What follows belongs to an exercise in optimizing a design on an open flow for small area, a short achievable clock period and few clock cycles per item; a production flow would make more cautious choices. For this run, only the layout was checked, not whether the RTL still works. Power figures rest on the tool's default switching activity, not on a simulated workload.

[flow/run.sh]
#!/bin/bash
# synth_recipe.tcl (not shown) runs the flow's synth.tcl, then flattens the netlist and writes it again
# the make line also repeats each setting of config.mk as NAME=value (left out here)
make -C /OpenROAD-flow-scripts/flow DESIGN_CONFIG=/design/flow/config.mk WORK_HOME=/design/flow/orfs CLKGATE_MAP_FILE= SYNTH_SCRIPT=/design/flow/synth_recipe.tcl finish
[flow/config.mk]
export PLATFORM = sky130hd
export DESIGN_NAME = huffman
export DESIGN_NICKNAME = huffman
export VERILOG_FILES = /design/flow/design.v
export SDC_FILE = /design/flow/constraint.sdc
export NUM_CORES = 4
export LEC_CHECK = 0
export CAP_MARGIN = 20
export CORE_MARGIN = 2
export CORE_UTILIZATION = 40
export SLEW_MARGIN = 20
[flow/constraint.sdc]
create_clock -name core_clock -period 5.0 [get_ports {clk}]
set_input_delay 1.0000 -clock core_clock [delete_from_list [all_inputs] [get_ports {clk}]]
set_output_delay 1.0000 -clock core_clock [all_outputs]
set_load 0.01 [all_outputs]
[flow/design.v]
module huffman(clk, reset, gray_valid, gray_data, CNT_valid, CNT1, CNT2, CNT3, CNT4, CNT5, CNT6,
    code_valid, HC1, HC2, HC3, HC4, HC5, HC6, M1, M2, M3, M4, M5, M6 );
input clk;
input reset;
input gray_valid;
input [7:0] gray_data;
output reg CNT_valid;
output [7:0] CNT1, CNT2, CNT3, CNT4, CNT5, CNT6;
output reg code_valid;
output [7:0] HC1, HC2, HC3, HC4, HC5, HC6;
output [7:0] M1, M2, M3, M4, M5, M6;
	reg [6:0] w0, w1, w2, w3, w4, w5;
	reg [5:0] m0, m1, m2, m3, m4, m5;
	reg [4:0] hc [0:5];
	reg [4:0] mk [0:5];
	reg started;
	reg [3:0] st;  
	assign CNT1 = {1'b0, w5};
	assign CNT2 = {1'b0, w0};
	assign CNT3 = {1'b0, w1};
	assign CNT4 = {1'b0, w2};
	assign CNT5 = {1'b0, w3};
	assign CNT6 = {1'b0, w4};
	assign HC1 = {3'b0, hc[0]};
	assign HC2 = {3'b0, hc[1]};
	assign HC3 = {3'b0, hc[2]};
	assign HC4 = {3'b0, hc[3]};
	assign HC5 = {3'b0, hc[4]};
	assign HC6 = {3'b0, hc[5]};
	assign M1 = {3'b0, mk[0]};
	assign M2 = {3'b0, mk[1]};
	assign M3 = {3'b0, mk[2]};
	assign M4 = {3'b0, mk[3]};
	assign M5 = {3'b0, mk[4]};
	assign M6 = {3'b0, mk[5]};
	wire ins = (st >= 4'd1) && (st <= 4'd5);
	wire mrg = (st >= 4'd6) && (st <= 4'd10);
	wire cnt = gray_valid && (st == 4'd0);
	wire [6:0] nw = w0 + (mrg ? w1 : 7'd0);
	wire [5:0] nm = m0 | (mrg ? m1 : 6'd0);
	wire l1 = w1 < nw, l2 = w2 < nw, l3 = w3 < nw, l4 = w4 < nw, l5 = w5 < nw;
	wire c1 = l1 | (st <= 4'd4);
	wire c2 = l2 | (st <= 4'd3);
	wire c3 = l3 | (st <= 4'd2);
	wire c4 = l4 | (st <= 4'd1);
	wire c5 = l5;
	wire [2:0] g = gray_data[2:0];
	wire i1 = cnt && g == 3'd1, i2 = cnt && g == 3'd2, i3 = cnt && g == 3'd3;
	wire i4 = cnt && g == 3'd4, i5 = cnt && g == 3'd5, i6 = cnt && g == 3'd6;
	always @(posedge clk or posedge reset) begin
		if (reset) begin
			w0 <= 0; w1 <= 0; w2 <= 0; w3 <= 0; w4 <= 0; w5 <= 0;
			m5 <= 6'b000001; m0 <= 6'b000010; m1 <= 6'b000100;
			m2 <= 6'b001000; m3 <= 6'b010000; m4 <= 6'b100000;
			started <= 0;
			st <= 0;
			CNT_valid <= 0;
			code_valid <= 0;
		end else begin
			if (gray_valid) started <= 1;
			CNT_valid <= (st == 4'd0) && started && !gray_valid;
			if ((st == 4'd0 && started && !gray_valid) || (st != 4'd0 && st != 4'd11)) st <= st + 1;
			if (st == 4'd10) code_valid <= 1;
			if (st == 4'd0) begin
				w5 <= w5 + i1; w0 <= w0 + i2; w1 <= w1 + i3;
				w2 <= w2 + i4; w3 <= w3 + i5; w4 <= w4 + i6;
			end else if (ins) begin
				if (c1) begin w0 <= w1; m0 <= m1; end else begin w0 <= nw; m0 <= nm; end
				if (c2) begin w1 <= w2; m1 <= m2; end else if (c1) begin w1 <= nw; m1 <= nm; end
				if (c3) begin w2 <= w3; m2 <= m3; end else if (c2) begin w2 <= nw; m2 <= nm; end
				if (c4) begin w3 <= w4; m3 <= m4; end else if (c3) begin w3 <= nw; m3 <= nm; end
				if (c5) begin w4 <= w5; m4 <= m5; end else if (c4) begin w4 <= nw; m4 <= nm; end
				if (c5) begin w5 <= nw; m5 <= nm; end
			end else if (mrg) begin
				if (l2) begin w0 <= w2; m0 <= m2; end else begin w0 <= nw; m0 <= nm; end
				if (l3) begin w1 <= w3; m1 <= m3; end else if (l2) begin w1 <= nw; m1 <= nm; end else begin w1 <= w2; m1 <= m2; end
				if (l4) begin w2 <= w4; m2 <= m4; end else if (l3) begin w2 <= nw; m2 <= nm; end else begin w2 <= w3; m2 <= m3; end
				if (l5) begin w3 <= w5; m3 <= m5; end else if (l4) begin w3 <= nw; m3 <= nm; end else begin w3 <= w4; m3 <= m4; end
				if (l5) begin w4 <= nw; m4 <= nm; end else begin w4 <= w5; m4 <= m5; end
				w5 <= 7'h7f; m5 <= 6'b0;
			end
		end
	end
	genvar i;
	generate for (i = 0; i < 6; i = i + 1) begin : sym
		wire a0 = mrg && m0[i];
		wire a = mrg && (m0[i] || m1[i]);
		always @(posedge clk or posedge reset) begin
			if (reset) begin
				hc[i] <= 0;
				mk[i] <= 0;
			end else if (a) begin
				mk[i] <= {mk[i][3:0], 1'b1};
				hc[i] <= hc[i] | ({5{a0}} & ({mk[i][3:0], 1'b1} & ~mk[i]));
			end
		end
	end endgenerate
endmodule
==> flow_summary_export.csv <==
group,metric,value,unit
status,status,"complete, no violations",
finish,n_antenna_cell,0,
global_route,antenna_found_initial,0,
drt,wl_per_cell,19.86,µm
finish,final_cells,1672,
timing,hold_viol,0,
power_and_ir_drop,combPwrFrac,0.018,
timing,max-slew-margin-rel,0.2381,
global_route,overflow,0,
clock_network,cts_buffer_depth,2,
synthesis,synth_cells,1195,
finish,utilization,0.4926,
hold_path,hold_class,"flop to flop",
timing,hold-worst-slack,0.4575,ns
timing,final_max_slew_viol_count,0,
synthesis,syn-cell-area,0.01045,mm²
critical_path,required,5.31,ns
synthesis,synth-edff-count,0,
critical_path,critical-path-max-stage-delay,0.44,ns
power_and_ir_drop,p_sw_frac,0.2676,
clock_network,clk_pin_slew,0.08,ns
critical_path,critPathBufInv,3,
finish,syn2layout_area_growth,21.82,%
critical_path,cp-start-kind,"flop",
critical_path,cp_num_cells,21,
floorplan,initial_utilization,0.4044,
synthesis,ys_ff_latch,145,
power_and_ir_drop,seqPwrFrac,0.462,
critical_path,crit_path_end_kind,"flop",
critical_path,path_delay_family,"compound AO/OA/AOI/OAI gates",
floorplan,die_h,165.6,µm
drt,firstDrtPassIters,12,
synthesis,yosysSeqAreaShare,0.3480,
critical_path,worst_r2r_path_depth,21,
critical_path,worst_path_max_delay_cell,"fa_1",
power_and_ir_drop,internal_power,1.859,mW
power_and_ir_drop,powerDensity,199.4,mW/mm²
synthesis,yosysWarnings,3,
clock_network,clk_latency,0.43,ns
drt,ant_nets,0,
clock_network,cts_buffers,17,
clock_network,cts-root-buf,"clkbuf_16",
global_route,grt_pass1_wl,52.42,mm
power_and_ir_drop,p_switching,0.6792,mW
synthesis,avgSynthCellArea,8.744,µm²
finish,nets,1378,
power_and_ir_drop,clkPwrFrac,0.520,
drt,route.detailed.drc,0,
place,globalplace.congestion,0.9291,
clock_network,clock_sinks,145,
place,dp.cells,1637,
floorplan,std_cell_rows,59,
timing,fin_tns_setup,0,ns
finish,drive_gt1_frac,0.1473,
synthesis,async_reset_ff_frac,1.000,
critical_path,critical_path_class,"flop to flop",
timing,clock_skew,0.01593,ns
hold_path,hold_depth,1,
global_route,track_usage,0.2360,
place,io_buffers,109,
global_route,grt_pass1_vias,9283,
floorplan,fp.dieArea,0.02743,mm²
floorplan,dieWidth,165.6,µm
clock_network,cts_tree,"done",
synthesis,synthFlopType,"dfrtp_1",
timing,finalCritPeriodShare,0.9602,
drt,routed_via_density,5.880,
power_and_ir_drop,leakagePower,5.610,nW
floorplan,core,0.02584,mm²
critical_path,path_cells,"inv_1 > ha_1 > o21ai_2 > o2bb2ai_4 > and2_1 > ha_1 > fa_1 > a211oi_2 > o21bai_1 > a21oi_1 > xor3_2 > inv_2 > ha_1 > and2_1 > and2_1 > o221ai_2 > nand2_2 > a31oi_1 > buf_4 > o21ai_0 > o21ai_0",
job,cap_viol_max_count,0,
global_route,grt_max_degree,146,
critical_path,arrival,5.11,ns
timing,fin_crit,4.801,ns
finish,mostFrequentLayoutCells,"dfrtp_1 (138), nand2_1 (121), clkdlybuf4s50_1 (109)",
timing,max_freq,0.2083,GHz
finish,layout_commonest_cell,"dfrtp_1",
power_and_ir_drop,peakVddDrop,0.2518,mV
synthesis,synth.distinct_cells,92,
critical_path,cp_max_fo,6,
drt,drt-total-wl,33.21,mm
clock_network,ctsHoldBuffers,0,
drt,drtIter0Drc,957,
drt,vias,9831,
place,dpl.hpwl,23.77,mm
floorplan,num_io_pins,157,
timing,tightest_slew,1.139,ns
timing,finalSetupViolCount,0,
clock_network,cts-htree-levels,4,
power groups by stage:
stage / sequential [mW] / clock (mW) / combinational, mW
after floorplan: 1.20 / 0 / 0.0566
after global placement: 1.19 / 0 / 0.0476
after detailed placement: 1.19 / 0 / 0.0478
after CTS: 1.17 / 1.34 / 0.0477
after global routing: 1.17 / 1.39 / 0.0531
final: 1.17 / 1.32 / 0.0458
sequential cells by signal, indices dropped and copies added, names as in the netlist:
| register | flops |
|---|---|
| w5 | 7 |
| m2 | 6 |
| w1 | 7 |
| mk | 30 |
| m1 | 6 |
| w0 | 7 |
| started | 1 |
| CNT_valid | 1 |
| w2 | 7 |
| st | 4 |
| m4 | 6 |
| code_valid | 1 |
| m5 | 6 |
| hc | 30 |
| m0 | 6 |
| m3 | 6 |
| w4 | 7 |
| w3 | 7 |
through the flow:
step / setup WS [ns] / power [mW] / cell area [µm²]
global placement: 0.03183 / 1.243 / 12030
global route: -0.01789 / 2.614 / 12730
detailed placement: 0.01834 / 1.243 / 12030
finish: 0.1988 / 2.538 / 12730
CTS: 0.09382 / 2.564 / 12650
floorplan: -0.01356 / 1.252 / 10620
cell type report:
class                      count  area [µm²]
multi-input combinational    940        6266
inverter                      44       168.9
sequential                   145        3637
timing repair buffer         176        1619
clock inverter                15       192.7
tap                          335       419.2
clock buffer                  17       425.4
fill                        2452       13110
timing repair:
action / 4_1_cts / 5_1_grt
setup endpoints to repair: 1 / 59
setup buffers: 0 / 2
gates cloned: 0 / 1
resized for setup: 2 / 13
pin swaps: 0 / 3
cell families after synthesis:
| kind of cell | count (synthesis) | synth area share |
|---|---|---|
| adder cells (fa/ha/maj) | 44 | 0.05317 |
| buffers and inverters | 152 | 0.07604 |
| AND/OR/NAND/NOR | 340 | 0.1527 |
| AO/OA/AOI/OAI | 427 | 0.2844 |
| other | 1 | 0.0003589 |
| multiplexers | 76 | 0.07556 |
| XOR/XNOR | 10 | 0.009819 |
| flip-flops | 145 | 0.3480 |
final timing paths:
check,startpoint,end,slack [ns]
worst min register to register,hc[0][0],hc[0][0],0.46
max in group asynchronous,reset,st[0],3.22
worst max-delay path,st[0],w2[1],0.20
worst min-delay path,hc[0][0],hc[0][0],0.46
worst max register to register,st[0],w2[1],0.20
min in group asynchronous,reset,hc[0][0],1.17
synth_stat cells, types with 5 or more instances:
| cell | instances | area share |
|---|---|---|
| o22ai_1 | 8 | 0.0048 |
| o2111ai_1 | 7 | 0.0059 |
| dfrtp_1 | 139 | 0.33 |
| o31ai_1 | 21 | 0.015 |
| and2_1 | 18 | 0.011 |
| nor2_1 | 77 | 0.028 |
| clkbuf_1 | 37 | 0.013 |
| o21ai_0 | 86 | 0.041 |
| a22o_1 | 11 | 0.0092 |
| a211oi_1 | 12 | 0.0086 |
| a31o_2 | 25 | 0.021 |
| o22a_1 | 5 | 0.0042 |
| o311ai_1 | 8 | 0.0067 |
| o21bai_1 | 8 | 0.0057 |
| a211o_1 | 6 | 0.0050 |
| nor3_1 | 19 | 0.0091 |
| mux2_2 | 19 | 0.020 |
| nand2b_1 | 11 | 0.0066 |
| o221ai_1 | 5 | 0.0042 |
| or3_1 | 8 | 0.0048 |
| buf_2 | 14 | 0.0067 |
| xnor2_1 | 7 | 0.0059 |
| a221o_1 | 7 | 0.0067 |
| a31oi_1 | 21 | 0.013 |
| or2_2 | 9 | 0.0054 |
| mux2i_1 | 53 | 0.051 |
| o211ai_1 | 30 | 0.022 |
| o21ai_1 | 32 | 0.015 |
| dfstp_2 | 6 | 0.015 |
| and3_1 | 16 | 0.0096 |
| nand3_1 | 36 | 0.017 |
| a21oi_1 | 60 | 0.029 |
| buf_4 | 47 | 0.034 |
| a21o_1 | 10 | 0.0072 |
| ha_1 | 42 | 0.050 |
| nand2_1 | 120 | 0.043 |
| o21a_1 | 13 | 0.0093 |
| buf_1 | 6 | 0.0022 |
| inv_1 | 44 | 0.016 |
per-layer routing:
metal | wire (µm) | up-vias | global-route usage
met5 | 0 | - | 0
li1 | - | 4630 | -
met4 | 578 | 0 | 0.08053
met1 | 15040 | 4713 | 0.3344
met2 | 14760 | 433 | 0.3525
met3 | 2827 | 55 | 0.05735
worst register-to-register path, stage by stage, from the launching register on:
cell and delay (ns):
dfrtp_2 0.36, inv_1 0.06, ha_1 0.21, o21ai_2 0.16, o2bb2ai_4 0.13, and2_1 0.18
ha_1 0.22, fa_1 0.44, a211oi_2 0.24, o21bai_1 0.12, a21oi_1 0.17, xor3_2 0.30
inv_2 0.19, ha_1 0.28, and2_1 0.19, and2_1 0.19, o221ai_2 0.29, nand2_2 0.20
a31oi_1 0.25, buf_4 0.16, o21ai_0 0.08, o21ai_0 0.28

separate check: timing with driven ports:
Ports are ideal in the flow. The routed layout listed here was re-timed in OpenROAD. Step 1 (the two cells are an assumption about what drives the block):
set clk [get_ports {clk}]
set_driving_cell -lib_cell sky130_fd_sc_hd__clkbuf_16 $clk
set_driving_cell -lib_cell sky130_fd_sc_hd__buf_2 [delete_from_list [all_inputs] $clk]
Step 2 moves the port delays by t, midway between the first and last clock arrival at a register: inputs arrive t later, outputs are due t later. That takes back most of the time a late clock gives input paths. a / b / c = ideal / step 1 / step 2; a / b = the first two.
t (ns): 0.473
slack for setup (ns): 0.199 / 0.199 / 0.199
worst setup path at the end: register to register
pins driven straight from the clock port: 1
After both steps this run still meets setup and hold. The setup slack of this run moves by 0.000 ns with the drivers and by 0.000 ns with both steps.
